Source: an optimization exercise on an open RTL-to-GDS flow (aim: small area, a short achievable clock period and few clock cycles). Production flows keep margins and buffers that such runs may drop. Where RTL was checked, it was by simulation tests only, not by an equivalence proof against the original. Power and IR drop assume default switching activity.

## MU0
module MU0(in_data, rst_n, clk,
           out_data, out_address, memrq, rnw);
    input  [15:0] in_data;
    input         rst_n, clk;
    output [15:0] out_data;
    output [11:0] out_address;
    output        memrq, rnw;
    reg         ex;      
    reg         fe;      
    reg         rs;      
    reg         ka, ub, sb;
    reg         sel;     
    reg  [15:0] ir;
    reg  [11:0] pc;
    reg  [15:0] acc;
    wire [3:0] op   = ir[15:12];
    wire       hop  = op[3] | (op[2:0] == 3'b111);
    wire       dop  = ~op[3] & ~op[2];
    wire       jop  = ~op[3] & op[2] & ~(op[1] & op[0]);
    assign out_address = sel ? ir[11:0] : pc;
    assign memrq       = fe | rs | (ex & ~hop);
    assign rnw         = ~(ex & (op == 4'b0001));
    assign out_data    = acc;
    wire [15:0] a_op  = ka ? acc : 16'd0;
    wire [15:0] b_op  = ub ? ir  : 16'd0;
    wire [15:0] pg = a_op ^ b_op;
    wire [15:0] gg = a_op & b_op;
    wire cin = sb;
    wire [15:0] cy;
    wire g0c = gg[0] | pg[0] & cin;
    wire G_1_0 = gg[1] | pg[1] & g0c;
    wire P_1_0 = pg[1] & pg[0];
    wire G_2_0 = gg[2] | pg[2] & G_1_0;
    wire P_2_0 = pg[2] & P_1_0;
    wire G_3_2 = gg[3] | pg[3] & gg[2];
    wire P_3_2 = pg[3] & pg[2];
    wire G_3_0 = G_3_2 | P_3_2 & G_1_0;
    wire P_3_0 = P_3_2 & P_1_0;
    wire G_4_0 = gg[4] | pg[4] & G_3_0;
    wire P_4_0 = pg[4] & P_3_0;
    wire G_5_4 = gg[5] | pg[5] & gg[4];
    wire P_5_4 = pg[5] & pg[4];
    wire G_5_0 = G_5_4 | P_5_4 & G_3_0;
    wire P_5_0 = P_5_4 & P_3_0;
    wire G_6_4 = gg[6] | pg[6] & G_5_4;
    wire P_6_4 = pg[6] & P_5_4;
    wire G_6_0 = G_6_4 | P_6_4 & G_3_0;
    wire P_6_0 = P_6_4 & P_3_0;
    wire G_7_6 = gg[7] | pg[7] & gg[6];
    wire P_7_6 = pg[7] & pg[6];
    wire G_7_4 = G_7_6 | P_7_6 & G_5_4;
    wire P_7_4 = P_7_6 & P_5_4;
    wire G_7_0 = G_7_4 | P_7_4 & G_3_0;
    wire P_7_0 = P_7_4 & P_3_0;
    wire G_8_0 = gg[8] | pg[8] & G_7_0;
    wire P_8_0 = pg[8] & P_7_0;
    wire G_9_8 = gg[9] | pg[9] & gg[8];
  ...
Settings: LEC_CHECK=0, CAP_MARGIN=20, CORE_MARGIN=2, CORE_UTILIZATION=40, SETUP_SLACK_MARGIN=1.7, SLEW_MARGIN=20; clock period 4.5 ns.
standard.sh (not shown) runs the stock make flow with config.mk's settings and CLKGATE_MAP_FILE= SYNTH_SCRIPT=/design/flow/synth_recipe.tcl, a recipe that flattens the netlist after the stock synthesis.
==> flow/flow/run.sh <==
#!/bin/bash
set -euo pipefail
bash standard.sh BUFFER_PORTS_ARGS="-buffer_cell sky130_fd_sc_hd__buf_1" finish > standard.log 2>&1
The baseline passed the timing, DRC and antenna checks.
Change:
--- a/flow/config.mk
+++ b/flow/config.mk
@@ -10,2 +10,2 @@
-export CORE_UTILIZATION = 40
-export SETUP_SLACK_MARGIN = 1.7
+export CORE_UTILIZATION = 65
+export SETUP_SLACK_MARGIN = 2.0
=>
- The changed run completed without violations
- routed wire length shrinks by about 0.7%
- non-clock buffer count increases by 4
- total power went up by 0.39%
- core utilization is higher by 31 points
- setup slack is better by 0.17 ns
- worst hold slack improved by 0.018 ns
- cell count goes down by 8.7%
- clock-buffer cell count drops by 1
- flip-flop and latch count is unchanged
- die area fell by about 37%
- final area came out higher by about 0.6%
No functional check of the RTL was part of any run of this note.

* * *

The RTL this note starts from:
==> flow/design.v <==
module MU0(in_data, rst_n, clk,
           out_data, out_address, memrq, rnw);
    input  [15:0] in_data;
    input         rst_n, clk;
    output [15:0] out_data;
    output [11:0] out_address;
    output        memrq, rnw;
    reg         ex;      
    reg         fe;      
    reg         rs;      
    reg         sel;     
    reg         ka;      
    reg         ub;      
    reg         sb;      
    reg  [15:0] ir;
    reg  [11:0] pc;
    reg  [15:0] acc;
    wire [3:0] op   = ir[15:12];
    wire       hop  = op[3] | (op[2:0] == 3'b111);
    wire       dop  = ~op[3] & ~op[2];
    wire       jop  = ~op[3] & op[2] & ~(op[1] & op[0]);
    assign out_address = sel ? ir[11:0] : pc;
    assign memrq       = fe | rs | (ex & ~hop);
    assign rnw         = ~(ex & (op == 4'b0001));
    assign out_data    = acc;
    wire [15:0] a_op  = ka ? acc : 16'd0;
    wire [15:0] b_op  = (ub ? in_data : 16'd0) ^ {16{sb}};
    wire [16:0] sum   = {a_op, 1'b1} + {b_op, sb};
    wire [15:0] acc_n = sum[16:1];
    wire        pc_en = fe | (ex & jop);
    wire        nex   = fe | rs | (ex & jop);
    wire [3:0]  nop   = in_data[15:12];
    wire        neg   = acc[15] & ~rs;
    wire        nz    = (|acc) & ~rs;
    wire        ntake = (nop[1:0] == 2'b00) |
                        (nop[1:0] == 2'b01 & ~neg) |
                        (nop[1:0] == 2'b10 & nz);
    wire        sel_n = ~(ex & dop) & ~nop[3] & (~nop[2] | ntake);
    always @(posedge clk) begin
        ir  <= in_data;
        acc <= acc_n;
        if (~rst_n) begin
            ex  <= 1'b0;
            fe  <= 1'b0;
            rs  <= 1'b1;
            sel <= 1'b0;
            ka  <= 1'b0;
            ub  <= 1'b0;
            sb  <= 1'b0;
            pc  <= 12'd0;
        end else begin
            ex  <= nex;
            fe  <= ex & dop;
            rs  <= 1'b0;
            sel <= sel_n;
            ka  <= ~(nex & (nop == 4'b0000));
            ub  <= nex & ~nop[3] & ~nop[2] & (nop[1:0] != 2'b01);
            sb  <= nex & (nop == 4'b0011);
            if (pc_en)
                pc <= out_address + 12'd1;
        end
    end
endmodule
export LEC_CHECK = 0
export ABC_AREA = 1
export CAP_MARGIN = 20
export CORE_MARGIN = 2
export CORE_UTILIZATION = 55
export SETUP_SLACK_MARGIN = 2.1
export SLEW_MARGIN = 20
create_clock -name core_clock -period 4.5 [get_ports {clk}]
Scripts as last shown in full above: flow/flow/run.sh
Testbench counts at the start, summed over its fixed seeds: cycles 33,132.
Then changed:
--- a/flow/config.mk
+++ b/flow/config.mk
@@ -11,2 +11,4 @@
-export CORE_UTILIZATION = 55
-export SETUP_SLACK_MARGIN = 2.1
+export CORE_UTILIZATION = 40
+export CTS_CLUSTER_DIAMETER = 100
+export CTS_CLUSTER_SIZE = 50
+export SETUP_SLACK_MARGIN = 2.2
Total power climbs by 5.4%.
Combinational power climbs by about 7%.
Worst hold slack degrades by 7.2 ps.
Maximum frequency climbs by 0.76%.
Utilization drops by 16 points.
Global-route usage drops by 5.0 points.
Cell area climbs by 4.2%.
Non-clock buffer count stays the same.
Via count climbs by 0.82%.
Flip-flop and latch count stays the same.
Then changed:
--- a/flow/config.mk
+++ b/flow/config.mk
@@ -11,3 +11 @@
-export CORE_UTILIZATION = 40
-export CTS_CLUSTER_DIAMETER = 100
-export CTS_CLUSTER_SIZE = 50
+export CORE_UTILIZATION = 65
The changed run finished with timing, DRC and antenna clean.
Setup slack got worse by 10 ps.
Clock-buffer cell count stays the same.
Final area goes down by 1.5%.
Combinational power hardly moves.
Fmax goes down by 0.47%.
Critical path depth goes up by 7.
Then changed:
--- a/flow/config.mk
+++ b/flow/config.mk
@@ -8 +7,0 @@
-export ABC_AREA = 1
@@ -11 +10 @@
-export CORE_UTILIZATION = 65
+export CORE_UTILIZATION = 40
@@ -13,0 +13 @@
+export TNS_END_PERCENT = 0
Final area goes up by 1.4%.
Global-route usage falls by 8.9 points.
Setup slack loses 210 ps.
Utilization decreases by 25 points.
Power climbs by 0.91%.

* * *

Starts from the design.v that is shown in full above.
export LEC_CHECK = 0
export ABC_AREA = 1
export CAP_MARGIN = 20
export CORE_MARGIN = 2
export CORE_UTILIZATION = 40
export SETUP_SLACK_MARGIN = 1.8
export SLEW_MARGIN = 20
create_clock -name core_clock -period 4.5 [get_ports {clk}]
==> flow/flow/run.sh <==
#!/bin/bash
# The standard synthesis, then an area-recovering re-map of the
# combinational logic (flip-flops untouched), then the standard layout with
# plain buf_1 cells as the port buffers.
set -euo pipefail
R=orfs/results/$FLOW_PLATFORM/MU0/base
bash standard.sh synth > standard_synth.log 2>&1
cp $R/1_2_yosys.v orfs/1_2_yosys_standard.v
export LIB=$FLOW_HOME/platforms/$FLOW_PLATFORM/lib/sky130_fd_sc_hd__tt_025C_1v80.lib
export NETLIST_IN=orfs/1_2_yosys_standard.v NETLIST_OUT=orfs/1_2_yosys_remap.v
export ABC_SCRIPT=flow/remap.abc ABC_D=2300
YOSYS=$FLOW_HOME/../tools/install/yosys/bin/yosys
[ -x "$YOSYS" ] || YOSYS=yosys
$YOSYS -c flow/remap.tcl > remap.log 2>&1
cp orfs/1_2_yosys_remap.v $R/1_2_yosys.v
rm -f $R/1_synth.odb $R/1_synth.sdc
bash standard.sh BUFFER_PORTS_ARGS="-buffer_cell sky130_fd_sc_hd__buf_1" finish > standard.log 2>&1
Other scripts of this flow, unchanged in this note and not shown: flow/flow/remap.abc, flow/flow/remap.tcl
The starting point completed with no timing, DRC or antenna violations.
Testbench counts at the start, summed over its fixed seeds: cycles 33,132.
Then changed:
--- a/flow/config.mk
+++ b/flow/config.mk
@@ -12 +12 @@
-export SETUP_SLACK_MARGIN = 1.8
+export SETUP_SLACK_MARGIN = 2.0
@@ -13,0 +14 @@
+export TNS_END_PERCENT = 0
The changed run passed the timing, DRC and antenna checks.
Fmax climbs by 2.7%.
Sequential share of layout area drops by 0.85 points.
Final area climbs by 2.3%.

* * *

== run A ==
RTL: the design.v shown in full above, as it stands there.
export LEC_CHECK = 0
export ABC_AREA = 1
export CAP_MARGIN = 20
export CORE_MARGIN = 2
export CORE_UTILIZATION = 40
export PLACE_DENSITY = 0.8
export SETUP_SLACK_MARGIN = 2.2
export SLEW_MARGIN = 20
create_clock -name core_clock -period 4.5 [get_ports {clk}]
==> flow/flow/run.sh <==
#!/bin/bash
set -euo pipefail
bash standard.sh BUFFER_PORTS_ARGS="-buffer_cell sky130_fd_sc_hd__buf_1" finish > standard.log 2>&1
Testbench counts of run A, summed over its fixed seeds: cycles 33,132.
Input-level comparison between run B and run A:
==> flow/config.mk <==
export PLATFORM = sky130hd
export DESIGN_NAME = MU0
export DESIGN_NICKNAME = MU0
export VERILOG_FILES = /design/flow/design.v
export SDC_FILE = /design/flow/constraint.sdc
export NUM_CORES = 4
export LEC_CHECK = 0
export CAP_MARGIN = 0
export CORE_MARGIN = 2
export CORE_UTILIZATION = 60
export SETUP_SLACK_MARGIN = 2.0
export SLEW_MARGIN = 0
--- outcome ---
Run B: well tap count 35 below run A
Vias after detailed routing came out lower on run B than on run A.
On post-synthesis cell area, run B does better than run A.
Run B: slew of the pin with the lowest slew margin 0.29 ns above run A
Run B vs run A — clock group share of total power rose 1.6 points.
Here is what was changed in the inputs of run C compared with run B.
--- a/flow/config.mk
+++ b/flow/config.mk
@@ -6,7 +6,9 @@
 export NUM_CORES = 4
 export LEC_CHECK = 0
-export CAP_MARGIN = 0
+export ABC_AREA = 1
+export CAP_MARGIN = 20
 export CORE_MARGIN = 2
-export CORE_UTILIZATION = 60
-export SETUP_SLACK_MARGIN = 2.0
-export SLEW_MARGIN = 0
+export CORE_UTILIZATION = 40
+export GPL_TIMING_DRIVEN = 0
+export SETUP_SLACK_MARGIN = 2.2
+export SLEW_MARGIN = 20
- Delta (run C minus run B): number of global-route vias before repair rose 377; number of well taps increased about 50%; maximum number of pins on one net before global-route repair now sits lower; fraction of standard cell area in multi-input logic lower; fraction of area in non-clock buffers grew by 0.45 points.
- Run comparison: run C timing startpoint of the critical path sel; run B timing startpoint of the critical path in_data[2]
- From run B to run C the numbers moved as follows: synthesized cell count climbed about 40%, net count after synthesis climbed 35%, clock input transition at the sequential cells of the worst setup and hold paths barely changed.
- Run C: fraction of area in registers 2.3 points below run B
- Changes observed in run C relative to run B: initial cell density of the core went down by 21 points, flip-flop and latch area dropped about 0.37%.
What run D does differently from run C at the input level:
--- a/flow/config.mk
+++ b/flow/config.mk
@@ -10,5 +10,4 @@
 export CORE_MARGIN = 2
 export CORE_UTILIZATION = 40
-export GPL_TIMING_DRIVEN = 0
 export SETUP_SLACK_MARGIN = 2.2
 export SLEW_MARGIN = 20
[summary]
Diff run C -> run D: minimum clock period after layout fell by 0.056 ns, total power after layout shrank by about 1.8%, number of non-clock buffers in the layout decreased about 24%. Compare run D and run C | final setup slack of the worst path lower: run C. Sort run D and run C by share of the cycle needed by the critical path after routing, descending, and run C comes first. Looking at total cell area at the placement stage, run D sits about 2.1% below run C. Run D ended with less utilization than run C. Compared run D vs run C, and number of instances resized during post-cts repair is down in run D. Run D: no failed stages, no open violations at the end. Run D against run C: maximum number of pins on one net before global-route repair +8, sequential share of layout area +1.0 points.

* * *

Setup of P:
RTL: the design.v shown in full above, as it stands there.
export LEC_CHECK = 0
export ABC_AREA = 1
export CAP_MARGIN = 20
export CORE_MARGIN = 2
export CORE_UTILIZATION = 40
export SETUP_SLACK_MARGIN = 2.3
export SLEW_MARGIN = 20
export TNS_END_PERCENT = 0
create_clock -name core_clock -period 4.5 [get_ports {clk}]
Scripts as last shown in full above: flow/flow/run.sh
Both conditions hold for P: the flow ran to the end and the final layout passed the timing, DRC and antenna checks.
Testbench counts of P, summed over its fixed seeds: cycles 33,132.
The inputs of Q differ from those of P as listed below.
- swapping 2.3 for 2.2 in SETUP_SLACK_MARGIN
- swapping 40 for 50 in CORE_UTILIZATION
- clearing TNS_END_PERCENT, which used to be 0
Notes after the runs:
From P to Q the numbers moved as follows: share of total power in sequential cells decreased 1.0 points; area of the die decreased 1700 sq um; final worst setup slack decreased 0.024 ns; number of standard-cell rows in the floorplan decreased about 13%.
Summary — share of total power in combinational logic, Q relative to P: lower, by 2.0 points.
Higher width of the chip was reported by P, not Q.
Overall routing resource usage for Q is higher than for P.
## Diff of input files: R against Q
- CAP_MARGIN now 0, was 20
- SLEW_MARGIN now 0, was 20
- CORE_UTILIZATION now 40, was 50
Findings:
Looking at final worst setup slack, R sits below Q.
R: full flow OK, the timing, DRC and antenna checks passed
Switching share of power in R is 0.23 points lower than in Q
Final design utilization is lower on R
Modified inputs, S compared to R
- SETUP_SLACK_MARGIN: 2.2 -> 2.4
- SLEW_MARGIN: 0 -> 20
- CAP_MARGIN: 0 -> 20
--- outcome ---
[compare] base=R new=S: met3 routing resource usage after global routing went down; amount of wire on met2 after detailed routing grew by 17%.
Maximum clock frequency was higher in S than in R.
Taking S as 1.0, R lands at 0.75 on non-clock buffer count.
S vs R, final worst setup slack went up by 0.063 ns.
S -> R: total of flip-flops plus latches after synthesis flat
Diff R -> S | global-route wire length before repair | up by a little under 10%
S vs. R: non-filler instance count after layout went up 2.6%; total chip power up 4.9%.
The inputs of T differ from those of S as listed below.
- a deleted ABC_AREA that had been 1
- a change of SETUP_SLACK_MARGIN from 2.4 to 2.0
[summary]
- Taking S over T, the area used by multi-input combinational logic ratio works out to 1.18.
- Run comparison: T destination of the critical timing path acc[14]; S destination of the critical timing path out_address[11]
- T vs. S: area growth from synthesis to layout went down by 18 points.
- Global routing usage on met3 | T above S

* * *

## v4
Starts from the design.v that is shown in full above.
Settings: LEC_CHECK=0, ABC_AREA=1, CAP_MARGIN=20, CORE_MARGIN=2, CORE_UTILIZATION=40, SETUP_SLACK_MARGIN=2.0, SLEW_MARGIN=20; clock period 4.5 ns.
Scripts as last shown in full above: flow/flow/run.sh
v4 ended with every stage complete and zero timing, DRC or antenna violations.
Testbench counts of v4, summed over its fixed seeds: cycles 33,132.
Here is what was changed in the inputs of v22 compared with v4.
# v4
export LEC_CHECK = 0
export ABC_AREA = 1
export CAP_MARGIN = 20
export CORE_MARGIN = 2
export CORE_UTILIZATION = 40
export SETUP_SLACK_MARGIN = 2.0
export SLEW_MARGIN = 20
create_clock -name core_clock -period 4.5 [get_ports {clk}]
# v22
export LEC_CHECK = 0
export ABC_AREA = 1
export CAP_MARGIN = 20
export CORE_MARGIN = 2
export CORE_UTILIZATION = 55
export SETUP_SLACK_MARGIN = 2.2
export SLEW_MARGIN = 20
create_clock -name core_clock -period 4.5 [get_ports {clk}]
Results
Growth of design area from synthesis to finish was lower in the run labelled v4. Looking at v22 and v4, the worst hold slack is a wash. From v4 to v22 the numbers moved as follows: setup slack grew by 170 ps; number of flip-flops and latches held steady; final cell area excluding filler cells has increased; power share of the sequential group went up 1.8 points; effective utilization at floorplan +16 points. Going from v4 to v22, overall power consumption shrinks by about 3.6%.
Here is what was changed in the inputs of v49 compared with v22.
# v22
export LEC_CHECK = 0
export ABC_AREA = 1
export CAP_MARGIN = 20
export CORE_MARGIN = 2
export CORE_UTILIZATION = 55
export SETUP_SLACK_MARGIN = 2.2
export SLEW_MARGIN = 20
create_clock -name core_clock -period 4.5 [get_ports {clk}]
# v49
export LEC_CHECK = 0
export ABC_AREA = 1
export CAP_MARGIN = 20
export CORE_MARGIN = 2
export CORE_UTILIZATION = 40
export SETUP_SLACK_MARGIN = 1.8
export SLEW_MARGIN = 20
create_clock -name core_clock -period 4.5 [get_ports {clk}]
==> run summary <==
Wire: v49 routes more than v22. Compared with v22, v49 ends up with a smaller final cell area. Of v49 and v22, it is v49 that has the lower number of vias per cell. | DRC violation total after the first TritonRoute iteration | v49 vs v22 | worse |. Diff v22 -> v49: global-route wire length before repair picked up an extra about 3.4%, cell area after placement picked up an extra 38 um^2.
What v17 does differently from v49 at the input level:
# v49
export LEC_CHECK = 0
export ABC_AREA = 1
export CAP_MARGIN = 20
export CORE_MARGIN = 2
export CORE_UTILIZATION = 40
export SETUP_SLACK_MARGIN = 1.8
export SLEW_MARGIN = 20
create_clock -name core_clock -period 4.5 [get_ports {clk}]
# v17
export LEC_CHECK = 0
export ABC_AREA = 1
export CAP_MARGIN = 20
export CORE_MARGIN = 2
export CORE_UTILIZATION = 55
export SETUP_SLACK_MARGIN = 2.3
export SLEW_MARGIN = 20
create_clock -name core_clock -period 4.5 [get_ports {clk}]
--- outcome ---
- [diff] pre-CTS setup slack, v17 relative to v49: regression
- v17 vs v49 — first-pass GRT wire length dropped 0.47%.
- CTS H-tree depth across v17 and v49: no real change.
- v17 gives more final setup slack of the worst path than v49 did.
- | share of final-layout standard cells stronger than drive strength 1 | v17 vs v49 | 9.7 points higher |
- Combinational share of power, v17 and v49: higher on v17
- The synthesis-to-finish area growth number comes out higher for v17 vs v49.
- Final hold slack across v17 and v49: no real change.
The inputs of v21 differ from those of v17 as listed below.
# v17
export LEC_CHECK = 0
export ABC_AREA = 1
export CAP_MARGIN = 20
export CORE_MARGIN = 2
export CORE_UTILIZATION = 55
export SETUP_SLACK_MARGIN = 2.3
export SLEW_MARGIN = 20
create_clock -name core_clock -period 4.5 [get_ports {clk}]
# v21
export LEC_CHECK = 0
export ABC_AREA = 1
export CAP_MARGIN = 20
export CORE_MARGIN = 2
export CORE_UTILIZATION = 40
export SETUP_SLACK_MARGIN = 2.6
export SLEW_MARGIN = 20
create_clock -name core_clock -period 4.5 [get_ports {clk}]
Results
Both conditions hold for v21: the flow ran to the end and the final layout passed the timing, DRC and antenna checks. Critical path class = in -> reg: v21; critical path class = reg -> out: v17. Going from v17 to v21, the part of the total power dissipated in combinational logic was found to have gone up by 7.1 points. Delta (v21 minus v17): final-layout clock buffer total higher, vertical extent of the die +about 16%, worst hold slack after final layout +39 ps. For the depth of the worst register-to-register path, v21 came in 1 lower than v17 did. v21 against v17: sequential power went up about 0.8%; area growth from synthesis to layout rose by 32 points.
For v14, these inputs were changed with respect to v21:
# v21
export LEC_CHECK = 0
export ABC_AREA = 1
export CAP_MARGIN = 20
export CORE_MARGIN = 2
export CORE_UTILIZATION = 40
export SETUP_SLACK_MARGIN = 2.6
export SLEW_MARGIN = 20
create_clock -name core_clock -period 4.5 [get_ports {clk}]
# v14
export LEC_CHECK = 0
export ABC_AREA = 1
export CAP_MARGIN = 20
export CORE_MARGIN = 2
export CORE_UTILIZATION = 40
export CTS_BUF_LIST = sky130_fd_sc_hd__clkbuf_16
export SETUP_SLACK_MARGIN = 2.2
export SLEW_MARGIN = 20
create_clock -name core_clock -period 4.5 [get_ports {clk}]
Notes after the runs:
- v21 -> v14: number of antenna diodes flat
- The met3 layer wire length in the routed design number comes out lower for v21 vs v14.
- Going from v21 to v14, wire length has decreased, first-pass GRT wire length has decreased.
- Comparing v14 against v21, there is no change at all in starting density of the core.
- v14 vs v21 — post-route non-filler standard cell count dropped by a few percent
- [compare] base=v21 new=v14: routed metal-1 wirelength lost 12%, number of logic stages on the critical path including buffering lost 2, clock network power share picked up an extra 12 points.

## static timing again, ports no longer ideal
The flow's constraints put no driver on any port. The routed layouts listed below were extracted and timed again, unchanged, in two steps. Step 1 assumes that a clkbuf_16 drives the clock port and a buf_2 every other input. Step 2 moves the port delays by t, midway between the first and last clock arrival at a register: inputs arrive t later, outputs are due t later. That takes back most of the time a late clock gives input paths. a / b / c = ideal ports / drivers / drivers and shift; a / b = the first two.
run | t (ns) | setup WS [ns] | worst setup path after step 2 | cell pins on the clock port's net
the first run of note 1 | 0.337 | 1.853 / 1.853 / 1.853 | register to register | 1
the second run of note 1 | 0.329 | 2.024 / 2.024 / 2.024 | register to register | 1
the first run of note 2 | 0.320 | 2.277 / 2.249 / 1.962 | input to register | 1
the second run of note 2 | 0.327 | 2.294 / 2.264 / 1.991 | input to register | 1
the third run of note 2 | 0.326 | 2.283 / 2.258 / 1.963 | input to register | 1
the fourth run of note 2 | 0.331 | 2.075 / 2.060 / 1.735 | input to register | 1
the first run of note 3 | 0.334 | 1.852 / 1.844 / 1.511 | input to register | 1
the second run of note 3 | 0.328 | 1.923 / 1.901 / 1.573 | input to register | 1
run A | 0.328 | 2.275 / 2.279 / 1.951 | input to register | 1
run B | 0.323 | 2.007 / 2.000 / 1.677 | input to register | 1
run C | 0.331 | 2.238 / 2.208 / 1.988 | input to register | 1
run D | 0.327 | 2.294 / 2.264 / 1.991 | input to register | 1
P | 0.329 | 2.338 / 2.322 / 2.015 | input to register | 1
Q | 0.334 | 2.315 / 2.285 / 2.006 | input to register | 1
R | 0.327 | 2.294 / 2.264 / 1.991 | input to register | 1
S | 0.335 | 2.356 / 2.326 / 2.042 | input to register | 1
T | 0.327 | 1.943 / 1.924 / 1.597 | input to register | 1
v4 | 0.329 | 2.155 / 2.125 / 1.866 | input to register | 1
v22 | 0.320 | 2.325 / 2.297 / 2.023 | input to register | 1
v49 | 0.329 | 2.068 / 2.038 / 1.866 | input to register | 1
v17 | 0.341 | 2.355 / 2.323 / 2.065 | input to register | 1
v21 | 0.335 | 2.304 / 2.305 / 1.970 | input to register | 1
v14 | 0.312 | 2.305 / 2.292 / 2.001 | input to register | 1
After both steps setup and hold are still met in every run listed. For the second run of note 3, which loses most, drivers alone change the setup slack by -0.022 ns; drivers and shift together by -0.350 ns.
